This is an optimization exercise on Yosys and OpenROAD, whose aim is a short achievable clock period and few clock cycles, not a production implementation. RTL that was checked went through simulation tests only; none was proved equivalent to the original. No functional check of the RTL was part of runs 1 to 3. No driver is modelled on the clock port, so clocking that relies on it looks cheaper here than on a real chip. Power figures rest on the tool's default switching activity, not on a simulated workload.

===== flow/config.mk =====
export PLATFORM = sky130hd
export DESIGN_NAME = ARMLEG
export DESIGN_NICKNAME = ARMLEG
export VERILOG_FILES = /design/flow/design.v
export SDC_FILE = /design/flow/constraint.sdc
export NUM_CORES = 8
export LEC_CHECK = 0
export CAP_MARGIN = 20
export CORE_MARGIN = 2
export CORE_UTILIZATION = 30
export GPL_TIMING_DRIVEN = 1
export SETUP_SLACK_MARGIN = 5
export SLEW_MARGIN = 20
export SYNTH_HIERARCHICAL = 1

===== flow/design.v =====
module ALU (
	input [63:0] base,
	input [8:0] imm,
	output [63:0] addr
);
	wire [8:0] lp, lg;
	wire [8:0] a1, b1, a2, b2, a3, b3, c;
	genvar i;
	generate
		for (i = 0; i < 9; i = i + 1) begin : lo
			Xor2 cp (base[i], imm[i], lp[i]);
			And2 cg (base[i], imm[i], lg[i]);
			if (i >= 1) PreI c1 (lg[i], lp[i], lg[i-1], lp[i-1], a1[i], b1[i]);
			else begin assign a1[i] = ~lg[i]; assign b1[i] = ~lp[i]; end
			if (i >= 2) PreN c2 (a1[i], b1[i], a1[i-2], b1[i-2], a2[i], b2[i]);
			else begin assign a2[i] = ~a1[i]; assign b2[i] = ~b1[i]; end
			if (i >= 4) PreI c3 (a2[i], b2[i], a2[i-4], b2[i-4], a3[i], b3[i]);
			else begin assign a3[i] = ~a2[i]; assign b3[i] = ~b2[i]; end
			if (i >= 8) GenN c4 (a3[i], b3[i], a3[i-8], c[i]);
			else assign c[i] = ~a3[i];
		end
	endgenerate
	wire [8:0] lo_sum = lp ^ {c[7:0], 1'b0};
	wire c9 = c[8];
	wire [54:0] hi = base[63:9];
	wire [54:0] o0 = hi, z0 = ~hi;
	wire [54:0] o1, z1, o2, z2, o3, z3, o4, z4, o5, z5, o6, z6;
	generate
		for (i = 0; i < 55; i = i + 1) begin : pre
			if (i >= 1) begin AndI ao1 (o0[i], o0[i-1], o1[i]); AndI az1 (z0[i], z0[i-1], z1[i]); end
			else begin assign o1[i] = ~o0[i]; assign z1[i] = ~z0[i]; end
			if (i >= 2) begin AndN ao2 (o1[i], o1[i-2], o2[i]); AndN az2 (z1[i], z1[i-2], z2[i]); end
			else begin assign o2[i] = ~o1[i]; assign z2[i] = ~z1[i]; end
			if (i >= 4) begin AndI ao3 (o2[i], o2[i-4], o3[i]); AndI az3 (z2[i], z2[i-4], z3[i]); end
			else begin assign o3[i] = ~o2[i]; assign z3[i] = ~z2[i]; end
			if (i >= 8) begin AndN ao4 (o3[i], o3[i-8], o4[i]); AndN az4 (z3[i], z3[i-8], z4[i]); end
			else begin assign o4[i] = ~o3[i]; assign z4[i] = ~z3[i]; end
			if (i >= 16) begin AndI ao5 (o4[i], o4[i-16], o5[i]); AndI az5 (z4[i], z4[i-16], z5[i]); end
			else begin assign o5[i] = ~o4[i]; assign z5[i] = ~z4[i]; end
			if (i >= 32) begin AndN ao6 (o5[i], o5[i-32], o6[i]); AndN az6 (z5[i], z5[i-32], z6[i]); end
			else begin assign o6[i] = ~o5[i]; assign z6[i] = ~z5[i]; end
		end
	endgenerate
	wire [54:0] ones = {o6[53:0], 1'b1};
	wire [54:0] zeros = {z6[53:0], 1'b1};
	wire up = c9 & ~imm[8];
	wire down = ~c9 & imm[8];
	assign addr = {hi ^ (({55{up}} & ones) | ({55{down}} & zeros)), lo_sum};
endmodule
module ALUControl (
	input [63:0] a,
	input [63:0] b,       
	input cin,
	input add,
	input and_,
	input orr,
	output z
);
	wire [63:0] p = a ^ b;
	wire [63:0] g = a | b;
	wire [63:0] bad_add = {p[63:1] ^ g[62:0], p[0] ^ cin};
	wire nz_add, nz_and, nz_orr;
	SignExtend t_add (.v(bad_add), .nz(nz_add));
	SignExtend t_and (.v(a & b), .nz(nz_and));
	SignExtend t_orr (.v(g), .nz(nz_orr));
	assign z = (add & ~nz_add) | (and_ & ~nz_and) | (orr & ~nz_orr);
endmodule
module Adder (
	input [63:0] a,
	input [63:0] b,
	input cin,
	output [63:0] sum,
	output [63:0] sumn
);
	wire [63:0] p, g;
	genvar i;
	generate
		for (i = 0; i < 64; i = i + 1) begin : pg
			Xor2 cp (a[i], b[i], p[i]);
			And2 cg (a[i], b[i], g[i]);
		end
	endgenerate
	wire [63:0] g0 = {g[62:0], cin};
	wire [63:0] p0 = {p[62:0], 1'b0};
	wire [63:0] g1, p1, g2, p2, g3, p3, g4, p4, g5, p5, g6;
	generate
		for (i = 0; i < 64; i = i + 1) begin : l
			if (i >= 1) PreI c1 (g0[i], p0[i], g0[i-1], p0[i-1], g1[i], p1[i]);
			else begin assign g1[i] = ~g0[i]; assign p1[i] = ~p0[i]; end
			if (i >= 2) PreN c2 (g1[i], p1[i], g1[i-2], p1[i-2], g2[i], p2[i]);
			else begin assign g2[i] = ~g1[i]; assign p2[i] = ~p1[i]; end
			if (i >= 4) PreI c3 (g2[i], p2[i], g2[i-4], p2[i-4], g3[i], p3[i]);
			else begin assign g3[i] = ~g2[i]; assign p3[i] = ~p2[i]; end
			if (i >= 8) PreN c4 (g3[i], p3[i], g3[i-8], p3[i-8], g4[i], p4[i]);
			else begin assign g4[i] = ~g3[i]; assign p4[i] = ~p3[i]; end
			if (i >= 16) PreI c5 (g4[i], p4[i], g4[i-16], p4[i-16], g5[i], p5[i]);
			else begin assign g5[i] = ~g4[i]; assign p5[i] = ~p4[i]; end
			if (i >= 32) GenN c6 (g5[i], p5[i], g5[i-32], g6[i]);
			else assign g6[i] = ~g5[i];
		end
	endgenerate
	generate
		for (i = 0; i < 64; i = i + 1) begin : s
			Xor2 cs (p[i], g6[i], sum[i]);
			Xnor2 cn (p[i], g6[i], sumn[i]);
		end
	endgenerate
endmodule
module ControlUnit (
	input [31:0] inst,
	input [9:0] pc,
	input dwr,              
	input [4:0] d_rd,
	input d_zok,            
	input x_wr,
	input [4:0] x_rd,
	input w_wr,
	input [4:0] w_rd,
	input w_z,
	input [30:0] zf,
	output t0,
	output ta,
	output tb,
	output stall,
	output cbz_d,           
	output [9:0] q_t,
	output [9:0] q_nt,
	output [9:0] tgt_cbz
);
	wire isB = inst[31:26] == 6'b000101;
	wire isCBZ = inst[31:24] == 8'hB4;
	wire isLDST = (inst[31:23] == 9'b111110000) & ~inst[21];    
	wire [4:0] rn = inst[9:5];
	wire [4:0] rt = inst[4:0];
	wire rt31 = rt == 5'd31;
	wire eq_dt, eq_xt, eq_wt, eq_dn;
	HazardDetectionUnit c_dt (.a(d_rd), .b(rt), .eq(eq_dt));
	HazardDetectionUnit c_xt (.a(x_rd), .b(rt), .eq(eq_xt));
	HazardDetectionUnit c_wt (.a(w_rd), .b(rt), .eq(eq_wt));
	HazardDetectionUnit c_dn (.a(d_rd), .b(rn), .eq(eq_dn));
	wire xt = dwr & eq_dt;
	wire wt = x_wr & eq_xt;
	wire w2t = w_wr & eq_wt;
	wire zrf = rt31 | zf[rt];
	wire e = rt31 | (~xt & ~wt & (w2t ? w_z : zrf));
	assign t0 = isB | (isCBZ & e);
	assign ta = isCBZ & xt & d_zok;
	assign tb = isCBZ & ~xt & wt;
	assign cbz_d = isCBZ & ~rt31 & xt & ~d_zok;
	assign stall = isLDST & dwr & eq_dn;
	wire [9:0] tgtB, tgtC;
	ProgramCounter add_b (.a(pc), .b(inst[9:0]), .sum(tgtB));
	ProgramCounter add_c (.a(pc), .b(inst[14:5]), .sum(tgtC));
	wire [9:0] seq = pc + 10'd1;
	assign tgt_cbz = tgtC;
	assign q_t = stall ? pc : isB ? tgtB : tgtC;
	assign q_nt = stall ? pc : seq;
endmodule
module DataMemoryMUX (
	input [63:0] a,
	input [63:0] b,
	input add,            
	input sub,
	input and_,
	input orr,
	output z
);
	wire [63:0] p = a ^ b;
	wire [63:0] g = a | b;
	wire [63:0] bad_add = {p[63:1] ^ g[62:0], p[0]};
	wire nz_add, nz_sub, nz_and, nz_orr;
	SignExtend t_add (.v(bad_add), .nz(nz_add));
	SignExtend t_sub (.v(p), .nz(nz_sub));
	SignExtend t_and (.v(a & b), .nz(nz_and));
	SignExtend t_orr (.v(g), .nz(nz_orr));
	assign z = (add & ~nz_add) | (sub & ~nz_sub) | (and_ & ~nz_and) | (orr & ~nz_orr);
endmodule
module EXMEM (
	input CLOCK,
	input d,
	output reg q
);
	always @(posedge CLOCK)
		q <= d;
endmodule
module ForwardingUnit (
	input a,
	output [3:0] y
);
	wire an;
	Inv c0 (a, an);
	genvar i;
	generate
		for (i = 0; i < 4; i = i + 1) begin : t
			Inv c (an, y[i]);
		end
	endgenerate
endmodule
module ForwardingUnitALUMuxA (
	input s0, input [63:0] d0,
	input s1, input [63:0] d1,
	input s2, input [63:0] d2,
	output [63:0] y
);
	wire [3:0] c0, c1, c2;
	ForwardingUnit t0 (.a(s0), .y(c0));
	ForwardingUnit t1 (.a(s1), .y(c1));
	ForwardingUnit t2 (.a(s2), .y(c2));
	wire [63:0] n0, n1, n2;
	genvar i;
	generate
		for (i = 0; i < 64; i = i + 1) begin : b
			AndI g0 (c0[i/16], d0[i], n0[i]);
			AndI g1 (c1[i/16], d1[i], n1[i]);
			AndI g2 (c2[i/16], d2[i], n2[i]);
			Nand3 o (n0[i], n1[i], n2[i], y[i]);
		end
	endgenerate
endmodule
module ForwardingUnitALUMuxB (
	input e0s, input [63:0] e0,
	input e1s, input [63:0] e1,
	input e2s, input [63:0] e2,
	input e3s, input [63:0] e3,
	input l0s, input [63:0] l0,
	input l1s, input [63:0] l1,
	output [63:0] y
);
	wire [3:0] ce0, ce1, ce2, ce3, cl0, cl1;
	ForwardingUnit t0 (.a(e0s), .y(ce0));
	ForwardingUnit t1 (.a(e1s), .y(ce1));
	ForwardingUnit t2 (.a(e2s), .y(ce2));
	ForwardingUnit t3 (.a(e3s), .y(ce3));
	ForwardingUnit t4 (.a(l0s), .y(cl0));
	ForwardingUnit t5 (.a(l1s), .y(cl1));
	genvar i;
	generate
		for (i = 0; i < 64; i = i + 1) begin : b
			wire n0, n1, n2, n3, en, m0, m1;
			AndI c0 (ce0[i/16], e0[i], n0);
			AndI c1 (ce1[i/16], e1[i], n1);
			AndI c2 (ce2[i/16], e2[i], n2);
			AndI c3 (ce3[i/16], e3[i], n3);
			And4 ce (n0, n1, n2, n3, en);      
			AndI d0 (cl0[i/16], l0[i], m0);
			AndI d1 (cl1[i/16], l1[i], m1);
			Nand3 o (en, m0, m1, y[i]);
		end
	endgenerate
endmodule
module HazardDetectionUnit (
	input [4:0] a,
	input [4:0] b,
	output eq
);
	wire [4:0] x;
	genvar i;
	generate
		for (i = 0; i < 5; i = i + 1) begin : bt
			Xnor2 c (a[i], b[i], x[i]);
		end
	endgenerate
	wire n0, n1;
	Nand3 c0 (x[0], x[1], x[2], n0);
	AndI c1 (x[3], x[4], n1);
	Nor2 c2 (n0, n1, eq);
endmodule
module IFID (
	input CLOCK,
	input [9:0] d,
	output reg [9:0] q
);
	always @(posedge CLOCK)
		q <= d;
endmodule
module MEMWB (
	input CLOCK,
	input [63:0] d,
	output reg [63:0] q
);
	always @(posedge CLOCK)
		q <= d;
endmodule
module ProgramCounter (
	input [9:0] a,
	input [9:0] b,
	output [9:0] sum
);
	wire [9:0] p = a ^ b;
	wire [9:0] g = a & b;
	wire [9:0] g1, p1, g2, p2, g3, p3, c;
	genvar i;
	generate
		for (i = 0; i < 10; i = i + 1) begin : l
			if (i >= 1) PreI c1 (g[i], p[i], g[i-1], p[i-1], g1[i], p1[i]);
			else begin assign g1[i] = ~g[i]; assign p1[i] = ~p[i]; end
			if (i >= 2) PreN c2 (g1[i], p1[i], g1[i-2], p1[i-2], g2[i], p2[i]);
			else begin assign g2[i] = ~g1[i]; assign p2[i] = ~p1[i]; end
			if (i >= 4) PreI c3 (g2[i], p2[i], g2[i-4], p2[i-4], g3[i], p3[i]);
			else begin assign g3[i] = ~g2[i]; assign p3[i] = ~p2[i]; end
			if (i >= 8) GenN c4 (g3[i], p3[i], g3[i-8], c[i]);
			else assign c[i] = ~g3[i];
		end
	endgenerate
	assign sum = p ^ {c[8:0], 1'b0};
endmodule
module ProgramCounterMUX (
	input [9:0] q_t,
	input [9:0] q_nt,
	input [9:0] d_tgt,
	input t0,
	input ta,
	input tb,
	input r1,               
	input stall,
	input d_zv,
	input x_zalu,
	input x_isLD,
	input x_ldz,
	output [9:0] pc_next,
	output d_valid_next
);
	wire xz = x_zalu | (x_isLD & x_ldz);
	wire take = t0 | (ta & d_zv) | (tb & xz);
	wire red = r1 & xz;
	assign pc_next = red ? d_tgt : take ? q_t : q_nt;
	assign d_valid_next = ~red & ~stall;
endmodule
module RegisterModule (
	input [31*64-1:0] regs,
	input [4:0] sel,
	output [63:0] q
);
	wire [4:0] seln;
	genvar i, k;
	generate
		for (i = 0; i < 5; i = i + 1) begin : t1
			Inv c (sel[i], seln[i]);
		end
		for (k = 0; k < 8; k = k + 1) begin : s
			wire [4:0] sk;
			for (i = 0; i < 5; i = i + 1) begin : t2
				Inv c (seln[i], sk[i]);
			end
			wire [31*8-1:0] slice;
			for (i = 0; i < 31; i = i + 1) begin : r
				assign slice[i*8 +: 8] = regs[i*64 + k*8 +: 8];
			end
			RegisterMux m (.regs(slice), .sel(sk), .q(q[k*8 +: 8]));
		end
	endgenerate
endmodule
module RegisterMux (
	input [31*8-1:0] regs,
	input [4:0] sel,
	output [7:0] q
);
	wire [7:0] e [0:31];
	genvar i;
	generate
		for (i = 0; i < 31; i = i + 1) begin : ent
			assign e[i] = regs[i*8 +: 8];
		end
	endgenerate
	assign e[31] = 8'b0;
	wire [7:0] m1 [0:7];
	wire [7:0] m2 [0:1];
	generate
		for (i = 0; i < 8; i = i + 1) begin : l1
			assign m1[i] = sel[1] ? (sel[0] ? e[4*i+3] : e[4*i+2]) : (sel[0] ? e[4*i+1] : e[4*i]);
		end
		for (i = 0; i < 2; i = i + 1) begin : l2
			assign m2[i] = sel[3] ? (sel[2] ? m1[4*i+3] : m1[4*i+2]) : (sel[2] ? m1[4*i+1] : m1[4*i]);
		end
	endgenerate
	assign q = sel[4] ? m2[1] : m2[0];
endmodule
module PreI (input g1, input p1, input g0, input p0, output gn, output pn);
	assign gn = ~(g1 | (p1 & g0));
	assign pn = ~(p1 & p0);
endmodule
module PreN (input gn1, input pn1, input gn0, input pn0, output g, output p);
	assign g = ~(gn1 & (pn1 | gn0));
	assign p = ~(pn1 | pn0);
endmodule
module GenI (input g1, input p1, input g0, output gn);
	assign gn = ~(g1 | (p1 & g0));
endmodule
module GenN (input gn1, input pn1, input gn0, output g);
	assign g = ~(gn1 & (pn1 | gn0));
endmodule
module AndI (input a1, input a0, output yn);
	assign yn = ~(a1 & a0);
endmodule
module AndN (input an1, input an0, output y);
	assign y = ~(an1 | an0);
endmodule
module Nand3 (input a, input b, input c, output y);
	assign y = ~(a & b & c);
endmodule
module Xor2 (input a, input b, output y);
	assign y = a ^ b;
endmodule
module Xnor2 (input a, input b, output y);
	assign y = ~(a ^ b);
endmodule
module And2 (input a, input b, output y);
	assign y = a & b;
endmodule
module And4 (input a, input b, input c, input d, output y);
	assign y = a & b & c & d;
endmodule
module Nor2 (input a, input b, output y);
	assign y = ~(a | b);
endmodule
module Inv (input a, output y);
	assign y = ~a;
endmodule
module SignExtend (
	input [63:0] v,
	output nz
);
	wire [31:0] l1;
	wire [15:0] l2;
	wire [7:0] l3;
	wire [3:0] l4;
	wire [1:0] l5;
	genvar i;
	generate
		for (i = 0; i < 32; i = i + 1) begin : a
			AndN c (v[2*i], v[2*i+1], l1[i]);         
		end
		for (i = 0; i < 16; i = i + 1) begin : b
			AndI c (l1[2*i], l1[2*i+1], l2[i]);       
		end
		for (i = 0; i < 8; i = i + 1) begin : c
			AndN c (l2[2*i], l2[2*i+1], l3[i]);
		end
		for (i = 0; i < 4; i = i + 1) begin : d
			AndI c (l3[2*i], l3[2*i+1], l4[i]);
		end
		for (i = 0; i < 2; i = i + 1) begin : e
			AndN c (l4[2*i], l4[2*i+1], l5[i]);
		end
	endgenerate
	AndI f (l5[0], l5[1], nz);
endmodule
module ARMLEG (
	input CLOCK,
	input RESET,
	output [63:0] imem_addr,
	input [31:0] imem_data,
	output [63:0] dmem_addr,
	output [63:0] dmem_wdata,
	output dmem_we,
	output dmem_re,
	input [63:0] dmem_rdata
);
	integer i;
	reg [9:0] pc;
	reg d_valid;
	reg d_isLD, d_isST, d_add, d_sub, d_and, d_orr, d_cbz, d_wr;
	reg [4:0] d_rd;
	reg [63:0] d_vn, d_vb;          
	reg d_xa, d_wa, d_w2a, d_ra;    
	reg d_xb, d_wb, d_w2b, d_rb;    
	reg d_xa_add, d_xa_and, d_xa_orr, d_xa_ld;    
	reg d_xb_and, d_xb_orr, d_xb_ld, d_xb_addp, d_xb_addn;
	reg [8:0] d_imm;
	reg [9:0] d_tgt;
	reg d_zok;
	reg x_isLD, x_isST, x_add, x_and, x_orr, x_sub, x_wr;
	reg [4:0] x_rd;
	reg [63:0] x_a, x_bi, x_addr;     
	wire [63:0] x_wd;                 
	wire x_we, x_re;                  
	wire [9:0] pc_out;                
	reg w_wr, w2_wr;
	reg [4:0] w_rd, w2_rd;
	reg [63:0] w_res, w2_res;
	reg w_z;
	wire [63:0] w_data;    
	reg [30:0] w_we;       
	reg [63:0] rf [0:30];
	reg [30:0] zf;
	wire [63:0] x_sum, x_sumn;
	Adder alu_add (.a(x_a), .b(x_bi), .cin(x_sub), .sum(x_sum), .sumn(x_sumn));
	wire [63:0] x_andv = x_a & x_bi;
	wire [63:0] x_orv = x_a | x_bi;
	wire [63:0] x_out, x_out2;
	ForwardingUnitALUMuxB mux_x (.e0s(x_isLD), .e0(dmem_rdata), .e1s(x_and), .e1(x_andv), .e2s(x_orr), .e2(x_orv),
		.e3s(1'b0), .e3(64'b0), .l0s(x_add), .l0(x_sum), .l1s(1'b0), .l1(64'b0), .y(x_out));
	ForwardingUnitALUMuxB mux_x2 (.e0s(x_isLD), .e0(dmem_rdata), .e1s(x_and), .e1(x_andv), .e2s(x_orr), .e2(x_orv),
		.e3s(1'b0), .e3(64'b0), .l0s(x_add), .l0(x_sum), .l1s(1'b0), .l1(64'b0), .y(x_out2));
	wire x_zalu, rdata_nz;
	ALUControl zt_alu (.a(x_a), .b(x_bi), .cin(x_sub), .add(x_add), .and_(x_and), .orr(x_orr), .z(x_zalu));
	SignExtend zt_ld (.v(dmem_rdata), .nz(rdata_nz));
	wire x_ldz = ~rdata_nz;
	wire x_z = x_zalu | (x_isLD & x_ldz);
	assign dmem_addr = x_addr;
	assign dmem_wdata = x_wd;
	assign dmem_we = x_we;
	assign dmem_re = x_re;
	MEMWB w_copy (.CLOCK(CLOCK), .d(x_out2), .q(w_data));
	wire [63:0] va, vb;
	ForwardingUnitALUMuxA mux_a (.s0(d_wa), .d0(w_res), .s1(d_w2a), .d1(w2_res), .s2(d_ra), .d2(d_vn), .y(va));
	ForwardingUnitALUMuxA mux_b (.s0(d_wb), .d0(w_res), .s1(d_w2b), .d1(w2_res), .s2(d_rb), .d2(d_vb), .y(vb));
	wire [3:0] sub4;
	ForwardingUnit t_sub (.a(d_sub), .y(sub4));
	wire [63:0] sub64 = {{16{sub4[3]}}, {16{sub4[2]}}, {16{sub4[1]}}, {16{sub4[0]}}};
	wire [63:0] opa, opbi;
	ForwardingUnitALUMuxB mux_opa (.e0s(d_xa_and), .e0(x_andv), .e1s(d_xa_orr), .e1(x_orv), .e2s(d_xa_ld), .e2(dmem_rdata),
		.e3s(~d_xa), .e3(va), .l0s(d_xa_add), .l0(x_sum), .l1s(1'b0), .l1(64'b0), .y(opa));
	ForwardingUnitALUMuxB mux_opb (.e0s(d_xb_and), .e0(x_andv ^ sub64), .e1s(d_xb_orr), .e1(x_orv ^ sub64),
		.e2s(d_xb_ld), .e2(dmem_rdata ^ sub64), .e3s(~d_xb), .e3(vb ^ sub64),
		.l0s(d_xb_addp), .l0(x_sum), .l1s(d_xb_addn), .l1(x_sumn), .y(opbi));
	MEMWB wd_copy (.CLOCK(CLOCK), .d(opbi), .q(x_wd));    
	wire [63:0] addr, addr_w, addr_w2, addr_rf;
	ALU agu_w (.base(w_res), .imm(d_imm), .addr(addr_w));
	ALU agu_w2 (.base(w2_res), .imm(d_imm), .addr(addr_w2));
	ALU agu_rf (.base(d_vn), .imm(d_imm), .addr(addr_rf));
	ForwardingUnitALUMuxA mux_addr (.s0(d_wa), .d0(addr_w), .s1(d_w2a), .d1(addr_w2), .s2(d_ra), .d2(addr_rf), .y(addr));
	wire d_zv;
	DataMemoryMUX zt_d (.a(d_vn), .b(d_vb), .add(d_add & ~d_sub), .sub(d_sub), .and_(d_and), .orr(d_orr), .z(d_zv));
	assign imem_addr = {52'b0, pc_out, 2'b00};
	wire [31:0] inst = imem_data;
	wire [10:0] op11 = inst[31:21];
	wire f_isB   = inst[31:26] == 6'b000101;
	wire f_isCBZ = inst[31:24] == 8'hB4;
	wire f_isADD = op11 == 11'h458;
	wire f_isSUB = op11 == 11'h658;
	wire f_isAND = op11 == 11'h450;
	wire f_isORR = op11 == 11'h550;
	wire f_isLD  = op11 == 11'h7C2;
	wire f_isST  = op11 == 11'h7C0;
	wire f_isR   = f_isADD | f_isSUB | f_isAND | f_isORR;
	wire [4:0] f_rn = inst[9:5];
	wire [4:0] f_rm = inst[20:16];
	wire [4:0] f_rt = inst[4:0];
	wire [4:0] f_rb = inst[28] ? f_rt : f_rm;
	wire f_rt31 = f_rt == 5'd31;
	wire [31*64-1:0] rf_flat;
	genvar gi;
	generate
		for (gi = 0; gi < 31; gi = gi + 1) begin : rff
			assign rf_flat[gi*64 +: 64] = rf[gi];
		end
	endgenerate
	wire [63:0] f_vn, f_vb;
	RegisterModule rd_n (.regs(rf_flat), .sel(f_rn), .q(f_vn));
	RegisterModule rd_b (.regs(rf_flat), .sel(f_rb), .q(f_vb));
	wire dwr = d_valid & d_wr;
	wire f_xa = dwr & (d_rd == f_rn);
	wire f_wa = x_wr & (x_rd == f_rn);
	wire f_w2a = w_wr & (w_rd == f_rn);
	wire f_xb = dwr & (d_rd == f_rb);
	wire f_wb = x_wr & (x_rd == f_rb);
	wire f_w2b = w_wr & (w_rd == f_rb);
	wire c_t0, c_ta, c_tb, stall, f_cbzD;
	wire [9:0] q_t, q_nt, f_tgtC, pc_next;
	wire dv_next;
	ControlUnit fctl (.inst(inst), .pc(pc), .dwr(dwr), .d_rd(d_rd), .d_zok(d_zok),
		.x_wr(x_wr), .x_rd(x_rd), .w_wr(w_wr), .w_rd(w_rd), .w_z(w_z), .zf(zf),
		.t0(c_t0), .ta(c_ta), .tb(c_tb), .stall(stall), .cbz_d(f_cbzD),
		.q_t(q_t), .q_nt(q_nt), .tgt_cbz(f_tgtC));
	ProgramCounterMUX pc_mux (.q_t(q_t), .q_nt(q_nt), .d_tgt(d_tgt), .t0(c_t0), .ta(c_ta), .tb(c_tb),
		.r1(d_valid & d_cbz), .stall(stall), .d_zv(d_zv), .x_zalu(x_zalu), .x_isLD(x_isLD), .x_ldz(x_ldz),
		.pc_next(pc_next), .d_valid_next(dv_next));
	wire x_ld_next = ~RESET & d_valid & d_isLD;
	wire x_st_next = ~RESET & d_valid & d_isST;
	wire [9:0] pc_d = RESET ? 10'd0 : pc_next;
	EXMEM re_copy (.CLOCK(CLOCK), .d(x_ld_next), .q(x_re));
	EXMEM we_copy (.CLOCK(CLOCK), .d(x_st_next), .q(x_we));
	IFID pc_copy (.CLOCK(CLOCK), .d(pc_d), .q(pc_out));
	always @(posedge CLOCK) begin
		pc <= pc_d;
		d_valid <= ~RESET & dv_next;
		d_isLD <= f_isLD;
		d_isST <= f_isST;
		d_add <= f_isADD | f_isSUB;
		d_sub <= f_isSUB;
		d_and <= f_isAND;
		d_orr <= f_isORR;
		d_cbz <= f_cbzD;
		d_wr <= (f_isR | f_isLD) & ~f_rt31;
		d_rd <= f_rt;
		d_imm <= inst[20:12];
		d_tgt <= f_tgtC;
		d_vn <= f_vn;
		d_vb <= f_vb;
		d_xa <= f_xa;
		d_wa <= f_wa;
		d_w2a <= f_w2a & ~f_wa;
		d_ra <= ~f_wa & ~f_w2a;
		d_xb <= f_xb;
		d_zok <= (f_isR) & ~f_xa & ~f_wa & ~f_w2a & ~f_xb & ~f_wb & ~f_w2b;
		d_xa_add <= f_xa & d_add;
		d_xa_and <= f_xa & d_and;
		d_xa_orr <= f_xa & d_orr;
		d_xa_ld <= f_xa & d_isLD;
		d_xb_and <= f_xb & d_and;
		d_xb_orr <= f_xb & d_orr;
		d_xb_ld <= f_xb & d_isLD;
		d_xb_addp <= f_xb & d_add & ~f_isSUB;
		d_xb_addn <= f_xb & d_add & f_isSUB;
		d_wb <= f_wb;
		d_w2b <= f_w2b & ~f_wb;
		d_rb <= ~f_wb & ~f_w2b;
		x_isLD <= x_ld_next;
		x_isST <= x_st_next;
		if (RESET || !d_valid)
			x_wr <= 1'b0;
		else
			x_wr <= d_wr;
		x_add <= d_add;
		x_sub <= d_sub;
		x_and <= d_and;
		x_orr <= d_orr;
		x_rd <= d_rd;
		x_a <= opa;
		x_bi <= opbi;
		x_addr <= addr;
		w_wr <= ~RESET & x_wr;
		w_rd <= x_rd;
		w_res <= x_out;
		w_z <= x_z;
		w2_wr <= ~RESET & w_wr;
		w2_rd <= w_rd;
		w2_res <= w_res;
		for (i = 0; i < 31; i = i + 1)
			w_we[i] <= ~RESET & x_wr & (x_rd == i);
		for (i = 0; i < 31; i = i + 1)
			if (w_we[i]) begin
				rf[i] <= w_data;
				zf[i] <= w_z;
			end
	end
endmodule

===== flow/standard.sh =====
#!/bin/bash
# synth_recipe.tcl (not shown) runs the flow's synth.tcl, then flattens the netlist and writes it again
# the make line also repeats each setting of config.mk as NAME=value (left out here)
make -C /OpenROAD-flow-scripts/flow DESIGN_CONFIG=/design/flow/config.mk WORK_HOME=/design/flow/orfs CLKGATE_MAP_FILE= SYNTH_SCRIPT=/design/flow/synth_recipe.tcl "${@:-finish}"

===== flow/constraint.sdc =====
create_clock -name core_clock -period 8.0 [get_ports {CLOCK}]
set_input_delay 1.6000 -clock core_clock [delete_from_list [all_inputs] [get_ports {CLOCK}]]
set_output_delay 1.6000 -clock core_clock [all_outputs]
set_load 0.01 [all_outputs]

===== flow/flow/extra_repair.tcl =====
# A second timing repair pass at the end of CTS (the first one, ORFS's own,
# often stops with paths it could still improve), then legalize again.
estimate_parasitics -placement
repair_timing_helper
set result [catch { detailed_placement } msg]
if { $result != 0 } {
  error "Detailed placement failed after the extra repair: $msg"
}
check_placement -verbose
estimate_parasitics -placement
report_worst_slack -max

===== flow/flow/run.sh =====
#!/bin/bash
# Layout flow: the standard synthesis, unchanged, then the standard ORFS
# steps with these settings changed:
#  - ports are buffered with a plain buffer (by default the port buffering
#    picks a delay cell, which the footprint-bound sizing then mostly keeps);
#  - the resizer may swap a cell for one of the same function with another
#    footprint;
#  - CTS ends with a second timing repair pass (flow/extra_repair.tcl).
# Each step's output is kept in a log of its own here.
set -euo pipefail
bash standard.sh synth > synth.log 2>&1
bash standard.sh "BUFFER_PORTS_ARGS=-buffer_cell sky130_fd_sc_hd__buf_6" MATCH_CELL_FOOTPRINT=0 \
	"POST_CTS_TCL=$PWD/flow/extra_repair.tcl" finish > layout.log 2>&1

==> summary.md, run 1 <==
| Metric | Value |
|---|---|
| Fmax | `0.315 GHz` |
| Post-synthesis cell area | `155000 um2` |
| GP Congestion | `1.02` |
| Share of post-route cells with drive strength above 1 | `22.1%` |
| Max Cap Viol | `0` |
| Peak VDD IR | `0.182 mV` |
| Power per cell area | `219 nW/um2` |
| Final WL | `670 mm` |
| Clock Skews | `0.144 ns` |
| Avg Cell Area, Syn | `10.1 um2` |
| Overall Global Routing Usage | `24.4%` |
| Initial Util | `30.1%` |
| CP required | `6.40 ns` |
| Setup TNS | `0 ns` |
| Critical path's slowest cell | `dfxtp_4` |
| Final net count | `16500` |
| DP Wirelength | `489 mm` |
| Critical Path Fanout Max | `1` |
| Cell depth of the worst hold path | `0` |
| Area delta synth->final | `21.6%` |
| R2r endpoint | `x_addr[56]` |
| Setup-failing EPs final | `0` |
| Final worst slack | `4.82 ns` |
| Reg2reg start | `d_imm[6]` |
| Worst skew pair latency | `1.04 ns` |
| Hold Startpoint | `d_add` |
| Ports | `292` |
| Slew margin rel. | `19.3%` |
| Die ar. | `521000 um2` |
| Worst slack at placement | `2.75 ns` |
| R2R setup slack | `4.86 ns` |
| Kind of cell adding the most delay to the critical path | `flip-flops` |
| Drt initial violations | `16200` |
| Final Critical Period | `3.18 ns` |
| Via-to-Cell Ratio | `5.44` |
| Critical Path Max Stage Delay | `0.44 ns` |
| Leak | `68.8 nW` |
| Synth warn | `12` |
| First-pass GRT wire length | `915 mm` |
| CP cell instances | `buf_6` |
| Filler Cell Count | `50500` |
| RSZ-0062 raised after global routing | `yes` |
| Total core area | `513000 um2` |
| Largest net degree at the start of global routing | `65` |
| Tcrit/Tclk final | `39.7%` |
| GRT Residual Overflow | `0` |
| Row Count | `263` |
| Worst Hold Class | `flop to flop` |
| Die W | `722 um` |
| First-pass DRT Iterations | `8` |
| Wire per inst | `28.9 um` |
| Final slew viol count | `0` |
| Worst path buffer plus inverter count | `1` |
| DRT antenna net count | `0` |
| CTS Sinks | `2713` |
| Status | `complete, no violations` |
| CP Capture Type | `primary output` |
| Vias after detailed routing | `126000` |
| Reg2Reg Depth | `16` |
| CTS tree | `done` |
| DRC | `0` |
| CTS clk-pin slew, worst paths | `0.06 ns` |
| Worst-margin pin slew | `1.21 ns` |
| Vias in the first global route | `119000` |
| Die H | `722 um` |
| Synth Instances | `15300` |
| Arr. time, crit path | `1.58 ns` |
| Critical path type | `flop to primary output` |
| Hold endpoint | `x_add` |
| Port Buffers | `237` |
| Final Hold Fails | `0` |
| Startpoint class of the critical path | `flop` |
| Antenna violations before repair | `77` |
worst max path at each step:
stage | start | end | slack (ns) | cells after the start
finish | pc_copy.q[9] | imem_addr[11] | 4.82 | 1
detailed placement | imem_data[28] | d_vb[32] | 2.75 | 9
floorplan | imem_data[0] | pc[0] | 4.55 | 10
global placement | imem_data[28] | d_vb[38] | 2.78 | 9
global route | pc_copy.q[9] | imem_addr[11] | 4.78 | 1
sequential cells by signal, indices dropped and copies added, names as in the netlist, 64 cells and up:
name       cells
d_vb          64
rf          1984
wd_copy.q     64
x_bi          64
d_vn          64
x_a           64
w_res         64
x_addr        64
w_copy.q      64
w2_res        64
routing by layer:
metal	part of all wire [%]	vias up	GRT usage (%)
li1	-	55100	-
met1	41	62500	33.6
met2	42	7149	36.2
met3	10	1261	5.18
met4	5.9	18	12.3
met5	0.017	-	0
through the flow:
step                      cell area [um2]  instances  hold slack, ns  util, %  total power, mW
after floorplan                    157000      15600           0.331        -             21.4
after global placement             165000      22200           0.363     32.2             24.7
after detailed placement           165000      22200           0.361     32.2             24.7
after global routing               188000      23100           0.366     36.6             42.5
final                              188000      23200           0.354     36.7             41.3
layout make-up:
cell class	count	area [um2]	share of cell area (%)
flip-flops and latches	2713	75500	40.1
repair inverters	6	55.1	0.0293
multi-input cells	11200	80400	42.7
clock inverters	188	2150	1.14
repair buffers	767	8290	4.41
well taps	6757	8450	4.49
clock buffers	390	8430	4.48
inverters	1099	4800	2.55
diodes	38	95.1	0.0505
power by group:
group | internal, mW | switching [mW]
registers | 15.7 | 0.963
logic | 3.50 | 6.15
clock network | 8.69 | 6.32
total | 27.9 | 13.4
cells in the final DEF, fill, tap and decap left out, drive strengths merged, types with 319 or more instances in the layout:
| master | n |
|---|---|
| a21oi | 385 |
| buf | 748 |
| clkbuf | 409 |
| conb | 379 |
| dfxtp | 698 |
| edfxtp | 2015 |
| inv | 1084 |
| mux2i | 1442 |
| nand2 | 3372 |
| nand3 | 462 |
| nor2 | 1383 |
| o21ai | 319 |
| o22ai | 447 |
| xnor2 | 425 |
| xor2 | 441 |
worst reg2reg max path, cell delays in order (launching register included):
cell,delay [ns]
dfxtp_4,0.43
buf_6,0.16
buf_12,0.12
xor2_4,0.19
buf_12,0.15
a21oi_4,0.13
o21ai_2,0.07
a21oi_2,0.16
o21ai_4,0.10
buf_6,0.13
ha_4,0.20
clkbuf_16,0.19
buf_6,0.17
a22oi_2,0.21
xnor2_1,0.13
nand2_1,0.15
nand3_4,0.21
==> inputs of run 2 (changes only) <==
--- a/flow/design.v
+++ b/flow/design.v
@@ -58,8 +58,16 @@
 );
-	wire [63:0] p = a ^ b;
-	wire [63:0] g = a | b;
-	wire [63:0] bad_add = {p[63:1] ^ g[62:0], p[0] ^ cin};
+	wire [63:0] p, g, an, bad_add;
+	genvar i;
+	generate
+		for (i = 0; i < 64; i = i + 1) begin : bt
+			Xor2 cp (a[i], b[i], p[i]);
+			Or2 cg (a[i], b[i], g[i]);
+			And2 ca (a[i], b[i], an[i]);
+			if (i == 0) Xor2 cb (p[i], cin, bad_add[i]);
+			else Xor2 cb (p[i], g[i-1], bad_add[i]);
+		end
+	endgenerate
 	wire nz_add, nz_and, nz_orr;
 	SignExtend t_add (.v(bad_add), .nz(nz_add));
-	SignExtend t_and (.v(a & b), .nz(nz_and));
+	SignExtend t_and (.v(an), .nz(nz_and));
 	SignExtend t_orr (.v(g), .nz(nz_orr));
@@ -125,5 +133,12 @@
 	output cbz_d,           
+	output cbz_w,           
+	output cbz_l,           
+	input d_isLD,           
+	input x_isLD,           
 	output [9:0] q_t,
 	output [9:0] q_nt,
-	output [9:0] tgt_cbz
+	output [9:0] tgt_cbz,
+	input btb_hit,
+	input [9:0] btb_tgt,
+	output [9:0] tgt_b      
 );
@@ -147,4 +162,6 @@
 	assign ta = isCBZ & xt & d_zok;
-	assign tb = isCBZ & ~xt & wt;
-	assign cbz_d = isCBZ & ~rt31 & xt & ~d_zok;
+	assign tb = isCBZ & ~xt & wt & ~x_isLD;
+	assign cbz_w = isCBZ & ~xt & wt & x_isLD;
+	assign cbz_d = isCBZ & ~rt31 & xt & ~d_zok & ~d_isLD;
+	assign cbz_l = isCBZ & ~rt31 & xt & d_isLD;
 	assign stall = isLDST & dwr & eq_dn;
@@ -156,3 +173,4 @@
 	assign q_t = stall ? pc : isB ? tgtB : tgtC;
-	assign q_nt = stall ? pc : seq;
+	assign q_nt = stall ? pc : btb_hit ? btb_tgt : seq;
+	assign tgt_b = tgtB;
 endmodule
@@ -167,5 +185,13 @@
 );
-	wire [63:0] p = a ^ b;
-	wire [63:0] g = a | b;
-	wire [63:0] bad_add = {p[63:1] ^ g[62:0], p[0]};
+	wire [63:0] p, g, an, bad_add;
+	genvar i;
+	generate
+		for (i = 0; i < 64; i = i + 1) begin : bt
+			Xor2 cp (a[i], b[i], p[i]);
+			Or2 cg (a[i], b[i], g[i]);
+			And2 ca (a[i], b[i], an[i]);
+			if (i == 0) assign bad_add[i] = p[i];
+			else Xor2 cb (p[i], g[i-1], bad_add[i]);
+		end
+	endgenerate
 	wire nz_add, nz_sub, nz_and, nz_orr;
@@ -173,3 +199,3 @@
 	SignExtend t_sub (.v(p), .nz(nz_sub));
-	SignExtend t_and (.v(a & b), .nz(nz_and));
+	SignExtend t_and (.v(an), .nz(nz_and));
 	SignExtend t_orr (.v(g), .nz(nz_orr));
@@ -185,15 +211,2 @@
 endmodule
-module ForwardingUnit (
-	input a,
-	output [3:0] y
-);
-	wire an;
-	Inv c0 (a, an);
-	genvar i;
-	generate
-		for (i = 0; i < 4; i = i + 1) begin : t
-			Inv c (an, y[i]);
-		end
-	endgenerate
-endmodule
 module ForwardingUnitALUMuxA (
@@ -204,6 +217,2 @@
 );
-	wire [3:0] c0, c1, c2;
-	ForwardingUnit t0 (.a(s0), .y(c0));
-	ForwardingUnit t1 (.a(s1), .y(c1));
-	ForwardingUnit t2 (.a(s2), .y(c2));
 	wire [63:0] n0, n1, n2;
@@ -212,5 +221,5 @@
 		for (i = 0; i < 64; i = i + 1) begin : b
-			AndI g0 (c0[i/16], d0[i], n0[i]);
-			AndI g1 (c1[i/16], d1[i], n1[i]);
-			AndI g2 (c2[i/16], d2[i], n2[i]);
+			AndI c0 (s0, d0[i], n0[i]);
+			AndI c1 (s1, d1[i], n1[i]);
+			AndI c2 (s2, d2[i], n2[i]);
 			Nand3 o (n0[i], n1[i], n2[i], y[i]);
@@ -228,9 +237,2 @@
 );
-	wire [3:0] ce0, ce1, ce2, ce3, cl0, cl1;
-	ForwardingUnit t0 (.a(e0s), .y(ce0));
-	ForwardingUnit t1 (.a(e1s), .y(ce1));
-	ForwardingUnit t2 (.a(e2s), .y(ce2));
-	ForwardingUnit t3 (.a(e3s), .y(ce3));
-	ForwardingUnit t4 (.a(l0s), .y(cl0));
-	ForwardingUnit t5 (.a(l1s), .y(cl1));
 	genvar i;
@@ -239,9 +241,9 @@
 			wire n0, n1, n2, n3, en, m0, m1;
-			AndI c0 (ce0[i/16], e0[i], n0);
-			AndI c1 (ce1[i/16], e1[i], n1);
-			AndI c2 (ce2[i/16], e2[i], n2);
-			AndI c3 (ce3[i/16], e3[i], n3);
+			AndI c0 (e0s, e0[i], n0);
+			AndI c1 (e1s, e1[i], n1);
+			AndI c2 (e2s, e2[i], n2);
+			AndI c3 (e3s, e3[i], n3);
 			And4 ce (n0, n1, n2, n3, en);      
-			AndI d0 (cl0[i/16], l0[i], m0);
-			AndI d1 (cl1[i/16], l1[i], m1);
+			AndI d0 (l0s, l0[i], m0);
+			AndI d1 (l1s, l1[i], m1);
 			Nand3 o (en, m0, m1, y[i]);
@@ -310,2 +312,3 @@
 	input [9:0] d_tgt,
+	input [9:0] x_tgt,
 	input t0,
@@ -314,2 +317,4 @@
 	input r1,               
+	input r2,               
+	input rx,               
 	input stall,
@@ -317,4 +322,2 @@
 	input x_zalu,
-	input x_isLD,
-	input x_ldz,
 	output [9:0] pc_next,
@@ -322,7 +325,6 @@
 );
-	wire xz = x_zalu | (x_isLD & x_ldz);
-	wire take = t0 | (ta & d_zv) | (tb & xz);
-	wire red = r1 & xz;
-	assign pc_next = red ? d_tgt : take ? q_t : q_nt;
-	assign d_valid_next = ~red & ~stall;
+	wire take = t0 | (ta & d_zv) | (tb & x_zalu);
+	wire red = (r1 & x_zalu) | r2;
+	assign pc_next = rx ? x_tgt : red ? d_tgt : take ? q_t : q_nt;
+	assign d_valid_next = ~rx & ~red & ~stall;
 endmodule
@@ -418,2 +420,5 @@
 endmodule
+module Or2 (input a, input b, output y);
+	assign y = a | b;
+endmodule
 module SignExtend (
@@ -462,2 +467,3 @@
 	reg d_isLD, d_isST, d_add, d_sub, d_and, d_orr, d_cbz, d_wr;
+	reg d_cbzW, d_cbzL;             
 	reg [4:0] d_rd;
@@ -472,2 +478,4 @@
 	reg x_isLD, x_isST, x_add, x_and, x_orr, x_sub, x_wr;
+	reg x_cbzL;
+	reg [9:0] x_tgt;
 	reg [4:0] x_rd;
@@ -507,5 +515,3 @@
 	ForwardingUnitALUMuxA mux_b (.s0(d_wb), .d0(w_res), .s1(d_w2b), .d1(w2_res), .s2(d_rb), .d2(d_vb), .y(vb));
-	wire [3:0] sub4;
-	ForwardingUnit t_sub (.a(d_sub), .y(sub4));
-	wire [63:0] sub64 = {{16{sub4[3]}}, {16{sub4[2]}}, {16{sub4[1]}}, {16{sub4[0]}}};
+	wire [63:0] sub64 = {64{d_sub}};
 	wire [63:0] opa, opbi;
@@ -558,3 +564,10 @@
 	wire f_w2b = w_wr & (w_rd == f_rb);
-	wire c_t0, c_ta, c_tb, stall, f_cbzD;
+	reg [15:0] btb_v;
+	reg [5:0] btb_tag [0:15];
+	reg [9:0] btb_tg [0:15];
+	wire btb_hit = btb_v[pc[3:0]] & (btb_tag[pc[3:0]] == pc[9:4]);
+	wire [9:0] btb_t = btb_tg[pc[3:0]];
+	wire [9:0] f_tgtB;
+	wire [9:0] btb_key = pc - 10'd1;    
+	wire c_t0, c_ta, c_tb, stall, f_cbzD, f_cbzW, f_cbzL;
 	wire [9:0] q_t, q_nt, f_tgtC, pc_next;
@@ -564,9 +577,13 @@
 		.t0(c_t0), .ta(c_ta), .tb(c_tb), .stall(stall), .cbz_d(f_cbzD),
-		.q_t(q_t), .q_nt(q_nt), .tgt_cbz(f_tgtC));
-	ProgramCounterMUX pc_mux (.q_t(q_t), .q_nt(q_nt), .d_tgt(d_tgt), .t0(c_t0), .ta(c_ta), .tb(c_tb),
-		.r1(d_valid & d_cbz), .stall(stall), .d_zv(d_zv), .x_zalu(x_zalu), .x_isLD(x_isLD), .x_ldz(x_ldz),
+		.cbz_w(f_cbzW), .cbz_l(f_cbzL), .d_isLD(d_isLD), .x_isLD(x_isLD),
+		.q_t(q_t), .q_nt(q_nt), .tgt_cbz(f_tgtC),
+		.btb_hit(btb_hit), .btb_tgt(btb_t), .tgt_b(f_tgtB));
+	wire redx = x_cbzL & w_z;
+	ProgramCounterMUX pc_mux (.q_t(q_t & {10{~RESET}}), .q_nt(q_nt & {10{~RESET}}), .d_tgt(d_tgt & {10{~RESET}}), .t0(c_t0), .ta(c_ta), .tb(c_tb),
+		.x_tgt(x_tgt & {10{~RESET}}),
+		.r1(d_valid & d_cbz), .r2(d_valid & d_cbzW & w_z), .rx(redx), .stall(stall), .d_zv(d_zv), .x_zalu(x_zalu),
 		.pc_next(pc_next), .d_valid_next(dv_next));
-	wire x_ld_next = ~RESET & d_valid & d_isLD;
-	wire x_st_next = ~RESET & d_valid & d_isST;
-	wire [9:0] pc_d = RESET ? 10'd0 : pc_next;
+	wire x_ld_next = ~RESET & d_valid & ~redx & d_isLD;
+	wire x_st_next = ~RESET & d_valid & ~redx & d_isST;
+	wire [9:0] pc_d = pc_next;    
 	EXMEM re_copy (.CLOCK(CLOCK), .d(x_ld_next), .q(x_re));
@@ -576,2 +593,9 @@
 		pc <= pc_d;
+		if (RESET)
+			btb_v <= 16'b0;
+		else if (f_isB) begin
+			btb_v[btb_key[3:0]] <= 1'b1;
+			btb_tag[btb_key[3:0]] <= btb_key[9:4];
+			btb_tg[btb_key[3:0]] <= f_tgtB;
+		end
 		d_valid <= ~RESET & dv_next;
@@ -584,2 +608,4 @@
 		d_cbz <= f_cbzD;
+		d_cbzW <= f_cbzW;
+		d_cbzL <= f_cbzL;
 		d_wr <= (f_isR | f_isLD) & ~f_rt31;
@@ -610,3 +636,3 @@
 		x_isST <= x_st_next;
-		if (RESET || !d_valid)
+		if (RESET || !d_valid || redx)
 			x_wr <= 1'b0;
@@ -614,2 +640,4 @@
 			x_wr <= d_wr;
+		x_cbzL <= ~RESET & d_valid & ~redx & d_cbzL;
+		x_tgt <= d_tgt;
 		x_add <= d_add;
==> run 2 against run 1 <==
Clock skew shrank 0.043 ns. Synthesized area rose by 5.9%. Core utilization fell by 0.22 points. Highest routed layer unchanged. Synthesized cell count increased by 1.5%. Critical path type is now flop to flop. Largest power group unchanged. Largest cell class unchanged. Critical path depth up 14. Die area increased by 5.9%. Wire length increased by 2.0%. Clock power grew 9%.
==> summary.md, run 2 <==
| Metric | Value |
|---|---|
| GRT Residual Overflow | `0` |
| First-pass DRT Iterations | `12` |
| Vias after detailed routing | `130000` |
| Final Hold Fails | `0` |
| Antenna violations before repair | `70` |
| CTS tree | `done` |
| RSZ-0062 raised after global routing | `yes` |
| Leading cell types in the layout, fill and taps excluded | `nand2_1 (3324), edfxtp_1 (2271), mux2i_1 (1455)` |
| Area occupied by multi-input gates | `83900 um2` |
| Internal power | `30.1 mW` |
| Initial Util | `30.1%` |
| First-pass GRT wire length | `943 mm` |
| Worst path buffer plus inverter count | `3` |
| Synth warn | `12` |
| CP cell instances | `buf_16 -> mux4_2 -> nand2_1 -> nand2_1 -> a21oi_1 -> xnor2_1 -> nor4_4 -> buf_6 -> buf_6 -> nor3b_2 -> a21oi_1 -> o21ai_1 -> nor2b_2 -> nand4_1 -> nand3_2` |
| Clock Skews | `0.102 ns` |
| Setup TNS | `0 ns` |
| Total core area | `545000 um2` |
| CTS clk-pin slew, worst paths | `0.06 ns` |
| Setup-failing EPs final | `0` |
| Fin area | `198000 um2` |
| Die W | `743 um` |
| Avg Cell Area, Syn | `10.6 um2` |
| Worst skew pair latency | `1.05 ns` |
| Worst slack at placement | `2.86 ns` |
| Startpoint class of the critical path | `flop` |
| CTS Sinks | `2998` |
| Arr. time, crit path | `4.16 ns` |
| Register Area | `83400 um2` |
| Fin cells | `24100` |
| Share of post-route cells with drive strength above 1 | `21.0%` |
| Critical Path Max Stage Delay | `0.52 ns` |
| Combinational share of power | `21.0%` |
| Cell depth of the worst hold path | `0` |
| Max Cap Viol | `0` |
| Max FFs per register | `1984` |
| DRT antenna net count | `0` |
| Clock power frac | `37.2%` |
| Row Count | `271` |
| Worst Hold Class | `flop to flop` |
| Ports | `292` |
| Drt initial violations | `15600` |
| Power per cell area | `223 nW/um2` |
| Wire per inst | `28.3 um` |
| Leak | `69.7 nW` |
| Commonest non-fill, non-tap cell in the layout | `nand2_1` |
| Net Switching | `14.0 mW` |
| Fmax | `0.305 GHz` |
| Total power | `44.2 mW` |
| Slew margin rel. | `17.1%` |
| DRC | `0` |
| Die ar. | `552000 um2` |
| Critical Path Stages | `15` |
| Largest net degree at the start of global routing | `115` |
| Placed cell count | `23200` |
| Filler Cell Count | `53600` |
| Critical Path Fanout Max | `16` |
| Critical path's slowest cell | `mux4_2` |
| Final worst slack | `4.73 ns` |
| Reg2Reg Depth | `15` |
| Port Buffers | `237` |
| Sw frac | `31.8%` |
| CP Capture Type | `flop` |
| GP Congestion | `1.02` |
| Die H | `743 um` |
| CP required | `8.89 ns` |
| Area delta synth->final | `21.1%` |
| Largest Register | `rf` |
| Post-synthesis cell area | `164000 um2` |
| Area of placed instances | `177000 um2` |
| Synth Instances | `15500` |
| Critical path type | `flop to flop` |
| Worst-margin pin slew | `1.24 ns` |
| Overall Global Routing Usage | `23.7%` |
| Tcrit/Tclk final | `40.9%` |
| Status | `complete, no violations` |
| Peak VDD IR | `0.173 mV` |
| Final Critical Period | `3.27 ns` |
| Vias in the first global route | `125000` |
| Kind of cell adding the most delay to the critical path | `simple AND/OR/NAND/NOR gates` |
| Via-to-Cell Ratio | `5.37` |
| DP Wirelength | `480 mm` |
| Seq pwr share | `41.8%` |
| Final WL | `683 mm` |
| Final net count | `16700` |
| Final slew viol count | `0` |
-- run 2: changes by cell type in the layout (fill, tap and decap cells not counted), sizes merged, moves of 29 or more --
cell    before   now
or2         96   225
xor2       441   705
dfxtp      698   727
and2       161   303
clkbuf     409   467
xnor2      425   301
edfxtp    2015  2271
ha         283    35
nor2b       47    82
inv       1084   524
mux4       261   334
conb       379   694
buf        748   683
-- run 2: layout make-up --
type,instances,share of cell area (%)
Antenna cell,31,0.0391
Clock buffer,449,4.73
Clock inverter,188,1.12
Sequential cell,2998,42.1
Timing Repair Buffer,701,3.90
Multi-Input combinational cell,12000,42.3
Tap cell,7234,4.56
Timing Repair inverter,5,0.0189
Inverter,542,1.31
-- run 2: final timing paths --
kind,startpoint,end,slack [ns]
worst max-delay path,pc[2],pc_copy.q[2],4.73
worst min-delay path,d_tgt[8],x_tgt[8],0.34
worst min register to register,d_tgt[8],x_tgt[8],0.34
worst max register to register,pc[2],pc_copy.q[2],4.73
-- run 2: through the flow --
| stage | hold WS [ns] | utilization [%] |
|---|---|---|
| after floorplan | 0.324 | - |
| after global placement | 0.327 | 32.5 |
| final | 0.344 | 36.4 |
| after detailed placement | 0.329 | 32.5 |
| after global routing | 0.351 | 36.4 |
-- run 2: power groups by stage --
stage / logic [mW] / clock network (mW) / registers (mW)
after floorplan: 5.14 / 0 / 18.1
after global placement: 7.91 / 0 / 18.6
after detailed placement: 7.92 / 0 / 18.6
after global routing: 9.72 / 17.3 / 18.5
final: 9.26 / 16.4 / 18.5
-- run 2: layer usage --
layer	up-vias	global-route usage [%]	routed length, um
met5	-	0	169
met4	26	12.7	43500
met3	1371	5.10	65000
met2	6706	36.5	299000
met1	64400	31.2	276000
li1	57000	-	-
==> inputs of run 3 (changes only) <==
--- a/flow/config.mk
+++ b/flow/config.mk
@@ -9,3 +9,3 @@
 export CORE_MARGIN = 2
-export CORE_UTILIZATION = 30
+export CORE_UTILIZATION = 35
 export GPL_TIMING_DRIVEN = 1
==> run 3 against run 2 <==
Clock skew is 0.0066 ns higher. Still clean. Clock power is 2% lower. Hold slack better by 0.0025 ns. Die area fell by 14%. Count of clock-buffer cells in the layout is 10 higher.
==> summary.md, run 3 <==
| Metric | Value |
|---|---|
| First-pass GRT wire length | `926 mm` |
| Reg2Reg Depth | `16` |
| Setup-failing EPs final | `0` |
| Worst slack at placement | `2.90 ns` |
| Max Cap Viol | `0` |
| Die ar. | `474000 um2` |
| Placed cell count | `22100` |
| Worst skew pair latency | `1.03 ns` |
| Area delta synth->final | `19.4%` |
| Die H | `688 um` |
| Register Area | `83500 um2` |
| Final WL | `669 mm` |
| Max FFs per register | `1984` |
| Status | `complete, no violations` |
| Leak | `69.0 nW` |
| Filler Cell Count | `44100` |
| Worst-margin pin slew | `1.17 ns` |
| Tcrit/Tclk final | `41.6%` |
| Largest Register | `rf` |
| CTS Sinks | `2998` |
| Slew margin rel. | `21.7%` |
| Fmax | `0.301 GHz` |
| DRC | `0` |
| CP required | `8.87 ns` |
| DRT antenna net count | `0` |
| Final slew viol count | `0` |
| Wire per inst | `29.1 um` |
| Final core occ | `41.9%` |
| Area occupied by multi-input gates | `83200 um2` |
| Ports | `292` |
| First-pass DRT Iterations | `8` |
| Initial Util | `35.1%` |
| Clock Skews | `0.108 ns` |
| Worst Hold Class | `flop to flop` |
| Vias after detailed routing | `130000` |
| Power per cell area | `223 nW/um2` |
| Final net count | `16600` |
| Arr. time, crit path | `4.19 ns` |
| Final Critical Period | `3.33 ns` |
| Cell depth of the worst hold path | `0` |
| Via-to-Cell Ratio | `5.64` |
| CTS tree | `done` |
| Drt initial violations | `15500` |
| Synth Instances | `15500` |
| CTS clk-pin slew, worst paths | `0.06 ns` |
| Row Count | `251` |
| GRT Residual Overflow | `0` |
| Avg Cell Area, Syn | `10.6 um2` |
| Fin cells | `23000` |
| Startpoint class of the critical path | `flop` |
| Vias in the first global route | `123000` |
| Leading cell types in the layout, fill and taps excluded | `nand2_1 (3346), edfxtp_1 (2271), mux2i_1 (1457)` |
| Share of post-route cells with drive strength above 1 | `20.0%` |
| Total core area | `467000 um2` |
| Critical Path Fanout Max | `12` |
| GP Congestion | `1.04` |
| Synth warn | `12` |
| Critical path type | `flop to flop` |
| Final Hold Fails | `0` |
| RSZ-0062 raised after global routing | `yes` |
| Largest net degree at the start of global routing | `124` |
| Antenna violations before repair | `73` |
| Commonest non-fill, non-tap cell in the layout | `nand2_1` |
| Setup TNS | `0 ns` |
| Final worst slack | `4.67 ns` |
| Peak VDD IR | `0.185 mV` |
| Die W | `688 um` |
| Port Buffers | `237` |
| Post-synthesis cell area | `164000 um2` |
| Overall Global Routing Usage | `27.2%` |
| CP Capture Type | `flop` |
| DP Wirelength | `464 mm` |
[run 3: cell type report]
| type | count | share of cell area (%) |
|---|---|---|
| diodes | 31 | 0.0397 |
| clock buffers | 459 | 4.82 |
| well taps | 6198 | 3.96 |
| flip-flops and latches | 2998 | 42.7 |
| clock inverters | 165 | 0.943 |
| repair buffers | 640 | 3.70 |
| inverters | 542 | 1.33 |
| repair inverters | 6 | 0.0166 |
| multi-input cells | 12000 | 42.5 |
[run 3: power by group]
| group | internal [mW] | switching, mW |
|---|---|---|
| clock | 9.26 | 6.79 |
| combinational | 3.29 | 5.73 |
| sequential | 17.3 | 1.24 |
| total | 29.9 | 13.8 |
[run 3: worst max-delay path: stages (launching register included)]
cell and delay [ns]:
dfxtp_4 0.36, buf_12 0.15, buf_12 0.13, buf_8 0.11
mux2i_1 0.11, mux4_2 0.50, xnor2_2 0.23, nor4_4 0.07
a41oi_4 0.28, nor4_4 0.07, buf_12 0.18, nor4b_1 0.28
a21oi_1 0.07, o21ai_0 0.16, nor2b_1 0.18, nand4_1 0.11
nand3_2 0.16
[run 3: worst paths after layout]
kind	from	end	slack, ns
max reg2reg	pc[0]	pc[4]	4.67
min	d_tgt[9]	x_tgt[9]	0.35
min reg2reg	d_tgt[9]	x_tgt[9]	0.35
max	pc[0]	pc[4]	4.67
[run 3: stage by stage]
stage               total power [mW]  hold slack (ns)  cell area [um2]
floorplan                       23.3            0.324           168000
global placement                26.5            0.326           175000
detailed placement              26.5            0.333           175000
global route                    44.8            0.357           196000
finish                          43.6            0.347           196000
[run 3: per-layer routing]
layer	GRT usage (%)	routed length (um)	up-vias	share of wire [%]
li1	-	-	56800	-
met1	36.3	270000	64400	40
met2	41.5	292000	6942	44
met3	5.90	67100	1515	10
met4	13.9	40600	48	6.1
met5	0	373	-	0.056
==> inputs of run 4 (changes only) <==
--- a/flow/design.v
+++ b/flow/design.v
@@ -564,9 +564,24 @@
 	wire f_w2b = w_wr & (w_rd == f_rb);
-	reg [15:0] btb_v;
-	reg [5:0] btb_tag [0:15];
-	reg [9:0] btb_tg [0:15];
-	wire btb_hit = btb_v[pc[3:0]] & (btb_tag[pc[3:0]] == pc[9:4]);
-	wire [9:0] btb_t = btb_tg[pc[3:0]];
+	reg [3:0] btb_v;
+	reg [9:0] btb_key [0:3];
+	reg [9:0] btb_tg [0:3];
+	reg [1:0] btb_next;
+	wire [9:0] pc_prev = pc - 10'd1;    
+	reg btb_hit, btb_known;
+	reg [9:0] btb_t;
+	integer bi;
+	always @(*) begin
+		btb_hit = 1'b0;
+		btb_known = 1'b0;
+		btb_t = 10'b0;
+		for (bi = 0; bi < 4; bi = bi + 1) begin
+			if (btb_v[bi] && btb_key[bi] == pc) begin
+				btb_hit = 1'b1;
+				btb_t = btb_t | btb_tg[bi];
+			end
+			if (btb_v[bi] && btb_key[bi] == pc_prev)
+				btb_known = 1'b1;
+		end
+	end
 	wire [9:0] f_tgtB;
-	wire [9:0] btb_key = pc - 10'd1;    
 	wire c_t0, c_ta, c_tb, stall, f_cbzD, f_cbzW, f_cbzL;
@@ -593,8 +608,10 @@
 		pc <= pc_d;
-		if (RESET)
-			btb_v <= 16'b0;
-		else if (f_isB) begin
-			btb_v[btb_key[3:0]] <= 1'b1;
-			btb_tag[btb_key[3:0]] <= btb_key[9:4];
-			btb_tg[btb_key[3:0]] <= f_tgtB;
+		if (RESET) begin
+			btb_v <= 4'b0;
+			btb_next <= 2'd0;
+		end else if (f_isB && !btb_known) begin
+			btb_v[btb_next] <= 1'b1;
+			btb_key[btb_next] <= pc_prev;
+			btb_tg[btb_next] <= f_tgtB;
+			btb_next <= btb_next + 2'd1;
 		end
==> run 4 against run 3 <==
Still clean. Maximum frequency up 3.1%. Power down 5.4%. Global-route usage down 0.12 points. Register-to-register slack better by 0.10 ns. Sequential share of layout area down 1.2 points.
==> summary.md, run 4 <==
| Metric | Value |
|---|---|
| Status | `complete, no violations` |
| Critical path type | `flop to flop` |
| Critical Path Stages | `14` |
| CTS tree | `done` |
| Final slew viol count | `0` |
| Antenna violations before repair | `59` |
| Met2 Use GR | `41.7%` |
| CP required | `8.86 ns` |
| Initial Util | `35.1%` |
| Synth Instances | `15300` |
| GRT Residual Overflow | `0` |
| Peak VDD IR | `0.177 mV` |
| CTS clk-pin slew, worst paths | `0.06 ns` |
| Avg Cell Area, Syn | `10.3 um2` |
| Startpoint class of the critical path | `flop` |
| Final Hold Fails | `0` |
| Final net count | `16400` |
| Reg2Reg Depth | `14` |
| Setup TNS | `0 ns` |
| Share of post-route cells with drive strength above 1 | `19.7%` |
| Setup-failing EPs final | `0` |
| R2r endpoint | `pc_copy.q[1]` |
| Critical path's slowest cell | `dfxtp_4` |
| Row Count | `246` |
| First-pass GRT wire length | `891 mm` |
| Arr. time, crit path | `4.09 ns` |
| CTS Sinks | `2812` |
| Most Used Layer, Global Route | `met2` |
| Final Critical Period | `3.22 ns` |
| Commonest non-fill, non-tap cell in the layout | `nand2_1` |
| Fmax | `0.310 GHz` |
| Overall Global Routing Usage | `27.0%` |
| Final WL | `639 mm` |
| Slew margin rel. | `22.9%` |
| Critical Path Max Stage Delay | `0.43 ns` |
| Total core area | `448000 um2` |
| Die W | `675 um` |
| Final worst slack | `4.78 ns` |
| Final core occ | `42.0%` |
| Via-to-Cell Ratio | `5.60` |
| Worst path buffer plus inverter count | `2` |
| Ports | `292` |
| DP Wirelength | `458 mm` |
| Worst skew pair latency | `0.97 ns` |
| Vias in the first global route | `120000` |
| Drt initial violations | `15100` |
| First-pass DRT Iterations | `7` |
| Worst-margin pin slew | `1.16 ns` |
| Synth warn | `12` |
| Tcrit/Tclk final | `40.3%` |
| GP Congestion | `1.06` |
| Port Buffers | `237` |
| Worst slack at placement | `2.74 ns` |
| Worst Hold Class | `flop to flop` |
| Largest net degree at the start of global routing | `114` |
| Post-synthesis cell area | `157000 um2` |
| DRC | `0` |
| Leak | `66.9 nW` |
| CP cell instances | `or2_4 -> nor2_1 -> nand2_1 -> nor2_4 -> nand2_1 -> nor2_4 -> nand2_2 -> nand2b_1 -> o2111ai_4 -> buf_12 -> buf_4 -> a221o_2 -> nand4_1 -> nand3_4` |
| CP Launch Point | `d_vn[55]` |
| Critical Path Fanout Max | `8` |
| Met1 usage | `35.9%` |
| Leading cell types in the layout, fill and taps excluded | `nand2_1 (3338), edfxtp_1 (2095), mux2i_1 (1429)` |
| Vias after detailed routing | `126000` |
| Die H | `675 um` |
| RSZ-0062 raised after global routing | `yes` |
| Die ar. | `455000 um2` |
| Max Cap Viol | `0` |
| Max FFs per register | `1984` |
| Reg2reg start | `d_vn[55]` |
| Met3 usage | `4.76%` |
| Setup crit end | `pc_copy.q[1]` |
| Kind of cell adding the most delay to the critical path | `simple AND/OR/NAND/NOR gates` |
| Clock Skews | `0.0715 ns` |
| DRT antenna net count | `0` |
| R2R setup slack | `4.78 ns` |
| Wire per inst | `28.3 um` |
| CP Capture Type | `flop` |
| Largest Register | `rf` |
| Power per cell area | `219 nW/um2` |
| Area delta synth->final | `19.5%` |
run 4: changes by cell type in the layout (fill, tap and decap cells not counted), sizes merged, moves of 12 or more:
cell      before   now
mux2i       1464  1436
xor2         705   722
clkinvlp      51    28
inv          508   545
diode         31    74
buf          627   594
mux4         334   261
edfxtp      2271  2095
xnor2        301   332
nand4         24    37
a22oi         96   108
clkbuf       472   428
nor2        1409  1388
run 4: cell type report:
class | count | area (um2)
fill | 42600 | 260000
multi-input combinational | 12000 | 82200
sequential | 2812 | 78000
clock buffer | 416 | 8720
tap | 5952 | 7450
timing repair buffer | 606 | 6720
inverter | 553 | 2750
clock inverter | 169 | 2100
antenna | 74 | 185
timing repair inverter | 7 | 47.5
run 4: worst min path at each step:
stage	slack (ns)	start	end	depth (start not counted)
floorplan	0.32	d_tgt[0]	x_tgt[0]	0
global placement	0.33	d_tgt[2]	x_tgt[2]	0
detailed placement	0.33	d_tgt[3]	x_tgt[3]	0
global route	0.35	d_tgt[3]	x_tgt[3]	0
finish	0.34	d_tgt[3]	x_tgt[3]	0
run 4: report_power, final:
part	leakage, nW	internal, mW	switching [mW]	total (mW)
sequential	25.1	16.2	1.20	17.4
combinational	36.5	3.09	5.49	8.58
clock	5.28	8.79	6.45	15.2
total	66.9	28.1	13.1	41.2
run 4: worst reg2reg max path, delay by kind of cell (launching register included):
| family | cells | cell delay [ns] |
|---|---|---|
| DFF | 1 | 0.43 |
| and+or+nand+nor | 10 | 2.06 |
| AOI/OAI and AO/OA | 2 | 0.37 |
| buffers and inverters | 2 | 0.28 |
run 4: stage by stage:
stage	total power, mW	cells	hold WS, ns	instance area [um2]
floorplan	22.0	16000	0.324	161000
global placement	25.0	21700	0.327	168000
detailed placement	25.1	21700	0.329	168000
global route	42.4	22500	0.348	188000
finish	41.2	22600	0.342	188000
run 4: routing by layer:
layer	vias to the layer above	wire, um
li1	55900	-
met1	62800	258000
met2	6408	284000
met3	1253	56800
met4	22	41300
met5	-	143
Testbench counts of run 4, summed over its fixed seeds: cycles 115,668.

## what the ideal ports hide
In the flow no input, the clock included, has a driving cell. The finished layouts below were timed again as built, in two steps.
Step 1 sets driving cells, clkbuf_16 on the clock port and buf_2 on the other inputs (assumed; they add their load-dependent delay and slew).
Step 2, shift: input delay + t, output delay - t, t = (earliest + latest rising clock arrival at the registers) / 2. This alone moves slack from input paths to output paths.
a / b / c = ideal ports / drivers / drivers and shift; a / b = the first two.
run	t, ns	setup WS [ns]	worst setup path at the end	slew at the worst register clock pin (ns)	worst data-port slew with drivers (ns)
run 1	1.069	4.824 / 4.723 / 3.919	input to register	0.07 / 0.07	0.23
run 2	1.131	4.726 / 4.715 / 3.741	input to register	0.07 / 0.07	0.47
run 3	1.081	4.675 / 4.642 / 3.803	input to register	0.07 / 0.07	0.40
run 4	1.057	4.776 / 4.776 / 3.927	input to register	0.07 / 0.07	0.30
After both steps setup and hold are still met in every run listed. The setup slack of run 2, which loses most, moves by -0.011 ns with the drivers and by -0.985 ns with both steps.
